Source: an optimization exercise on an open RTL-to-GDS flow (aim: small area). Production flows keep margins and buffers that such runs may drop. In this exercise RTL edits were held to simulation tests only and were not proved equivalent to the original. Power is estimated from default activity; no workload was simulated.

## trial 40
// pll
module pll(
	input clk,
	input reset,
	input sig_in,
	input [6:0] phase_adj,      
	input [11:0] delay_adj,     
	input [15:0] default_freq,  
	output osc_out,
	output reg sig_bad,
	output [14-1:0] per_avg);
	reg [15:0] freq, freq_nxt, diff;
	reg        pd_up_d, pd_dn_d;
	reg        fb, fb_nxt, fb_d1, sig, sig_dly, sig_buf_dly, osc, osc_dly;
	reg        sig_bad_nxt;
	reg [768 - 1:0] sig_buffer;
	wire sig_buf = sig_buffer[768 - 1];
	reg [23:0] ctr, ctr_nxt, osc_nxt;
	reg [16:0] freq_nxt_x;
	assign osc_out = ctr[23];
	always @(*) begin
		ctr_nxt = ctr + {8'b0, freq};
		osc_nxt = ctr_nxt + {phase_adj, 17'b0};
		freq_nxt_x = {1'b0, freq} + {diff[15], diff};
		if(!reset)
			freq_nxt = default_freq;
		else if(freq_nxt_x[16])
			freq_nxt = 16'hFFFF;  
		else
			freq_nxt = freq_nxt_x[15:0];
	end
	always @(posedge clk or negedge reset) begin
		if(!reset) begin
			ctr     <= 24'b0;
			osc     <= 1'b0;
		end else begin
			ctr     <= ctr_nxt;
			osc     <= osc_nxt[23];
		end
	end
	always @(posedge clk) begin
		freq    <= freq_nxt;
		osc_dly <= osc;
		pd_up_d <= pd_up;
		pd_dn_d <= pd_dn;
	end
	reg [1:0] err, err_prev, err_dif;
	reg       pd_up, pd_up_nxt, pd_dn, pd_dn_nxt;
  ...
Size: roughly 1500 cells after synthesis, ~960 flip-flops, about 0.024 mm^2 of cells after synthesis.
==> flow/config.mk <==
export PLATFORM = sky130hd
export DESIGN_NAME = pll
export DESIGN_NICKNAME = pll
export VERILOG_FILES = /design/flow/design.v
export SDC_FILE = /design/flow/constraint.sdc
export NUM_CORES = 4
export LEC_CHECK = 0
export CAP_MARGIN = 20
export CORE_MARGIN = 2
export CORE_UTILIZATION = 45
export SLEW_MARGIN = 20
==> flow/constraint.sdc <==
create_clock -name core_clock -period 10.0 [get_ports {clk}]
set_input_delay 2.0000 -clock core_clock [delete_from_list [all_inputs] [get_ports {clk}]]
set_output_delay 2.0000 -clock core_clock [all_outputs]
set_load 0.01 [all_outputs]
standard.sh (not shown) runs the stock make flow with config.mk's settings and CLKGATE_MAP_FILE= SYNTH_SCRIPT=/design/flow/synth_recipe.tcl, a recipe that flattens the netlist after the stock synthesis.
==> flow/flow/run.sh <==
#!/bin/bash
# The standard ORFS layout, with these changes:
# - synthesis: ABC uses an area script, adders are left to ABC (no full-adder
#   cell extraction), carry chains are mapped as ripple carry, and plain
#   additions of two variable operands are ripples of fa_1/ha_1 cells;
# - CTS: clkbuf_8 leaf buffers in clusters of up to 18 sinks, no dummy loads;
# - port buffers are buf_1 cells.
# Each step's full output goes to its own log file here.
set -euo pipefail
W=$PWD
sed "s#SYNTH_SCRIPT=[^ ]*#SYNTH_SCRIPT=$W/flow/synth.tcl#" standard.sh > my_standard.sh
export FLOW_ABC_SCRIPT=$W/flow/abc_area.script
export ADDER_MAP_FILE=
export SYNTH_OPERATIONS_ARGS="-extra-map $W/flow/lcu_ripple.v -extra-map $W/flow/alu_fa.v"
export CTS_ARGS="-sink_clustering_enable -repair_clock_nets -dont_use_dummy_load -buf_list sky130_fd_sc_hd__clkbuf_8 -sink_clustering_size 18 -sink_clustering_max_diameter 80"
export BUFFER_PORTS_ARGS="-buffer_cell sky130_fd_sc_hd__buf_1"
bash my_standard.sh synth > synth.log 2>&1
bash my_standard.sh finish > finish.log 2>&1
Other scripts of this flow, unchanged in this note and not shown: flow/flow/abc_area.script, flow/flow/alu_fa.v, flow/flow/lcu_ripple.v, flow/flow/synth.tcl
Per the final summary, trial 40 finished and its layout is clean on timing, DRC and antenna.
Input-level comparison between trial 62 and trial 40:
-- flow/design.v --
<<< trial 40, line 107
	wire [14-1:0] per_avg_r = per_buf_sum10[14:1];
	assign per_avg = reset ? per_avg_r : 14'b0;
	wire not_flushed = |(flush_ctr);
	always @(*) begin
>>> trial 62, line 107
	wire [14-1:0] per_avg_r = per_buf_sum10[14:1];
	assign per_avg = reset ? per_avg_r : 14'b0;
	function lt14;
		input [13:0] a, b;
		integer k;
		reg c;
		begin
			c = 1'b0;
			for(k = 0; k < 14; k = k + 1)
				c = (~a[k] & b[k]) | (~(a[k] ^ b[k]) & c);
			lt14 = c;
		end
	endfunction
	wire not_flushed = |(flush_ctr);
	always @(*) begin
<<< trial 40, line 124
		else
			trn_ctr_nxt = trn_ctr + 1;
		bad_evt = (sig ^ sig_dly && (trn_ctr < {2'b0, per_avg_r[14-1:2]})) ||
		          (trn_ctr > per_avg_r) || not_flushed;
		bad_lfsr_nxt = bad_evt ? 10'h3FF : {bad_lfsr[8:0], bad_lfsr[9] ^ bad_lfsr[6]};
		bad_act_nxt  = bad_evt || (bad_act && bad_lfsr != 10'h1E0);
>>> trial 62, line 135
		else
			trn_ctr_nxt = trn_ctr + 1;
		bad_evt = (sig ^ sig_dly && lt14(trn_ctr, {2'b0, per_avg_r[14-1:2]})) ||
		          lt14(per_avg_r, trn_ctr) || not_flushed;
		bad_lfsr_nxt = bad_evt ? 10'h3FF : {bad_lfsr[8:0], bad_lfsr[9] ^ bad_lfsr[6]};
		bad_act_nxt  = bad_evt || (bad_act && bad_lfsr != 10'h1E0);
## What came out
Trial 40: flow completed, timing, DRC and antenna clean. Trial 62: no failed stages, no open violations at the end. Trial 40 reports its beginning of the critical path as per_buffer[0][0]$_DFFE_PP_ while trial 62 reports per_buffer[2][0]$_DFFE_PP_. First-iteration DRC count: higher on trial 40. Re number of H-tree branching levels: no difference whatsoever between trial 40 and trial 62. Looking at width of the die, trial 62 sits 0.74 um below trial 40. Trial 62 against trial 40: remaining antenna violation count flat; area after synthesis went down; final total power moved up. Data arrival at the endpoint of the critical path, trial 62 and trial 40: lower on trial 40. Switching part of the total: trial 62 > trial 40. Trial 40 has higher minimum hold slack than trial 62. Post-CTS repair timing setup buffer count in trial 62 is 2 below trial 40. Between trial 62 and trial 40, register-to-register slack is lower for trial 40, trial 62 comes in above that.

## static timing again, ports no longer ideal
The flow's constraints put no driver on any port. The routed layouts listed below were extracted and timed again, unchanged, in two steps.
Step 1, drivers: a clkbuf_16 drives clk and a buf_2 each remaining input, both assumed.
Step 2 times the ports against the registers' clock, not the clock port: input delays grow and output delays shrink by t, the midpoint of the rising clock arrivals with the driver on.
Three values: ideal, step 1, step 2; two values: the first two.
run | shift t [ns] | setup WS [ns] | worst setup path at the end | clock arrival spread, ns | cell pins on the clock port's net
trial 40 | 0.698 | 0.273 / 0.226 / 0.427 | register to register | 0.042 / 0.043 | 1
trial 62 | 0.698 | 0.249 / 0.198 / 0.465 | register to register | 0.089 / 0.089 | 1
After both steps setup and hold are still met in every run listed.
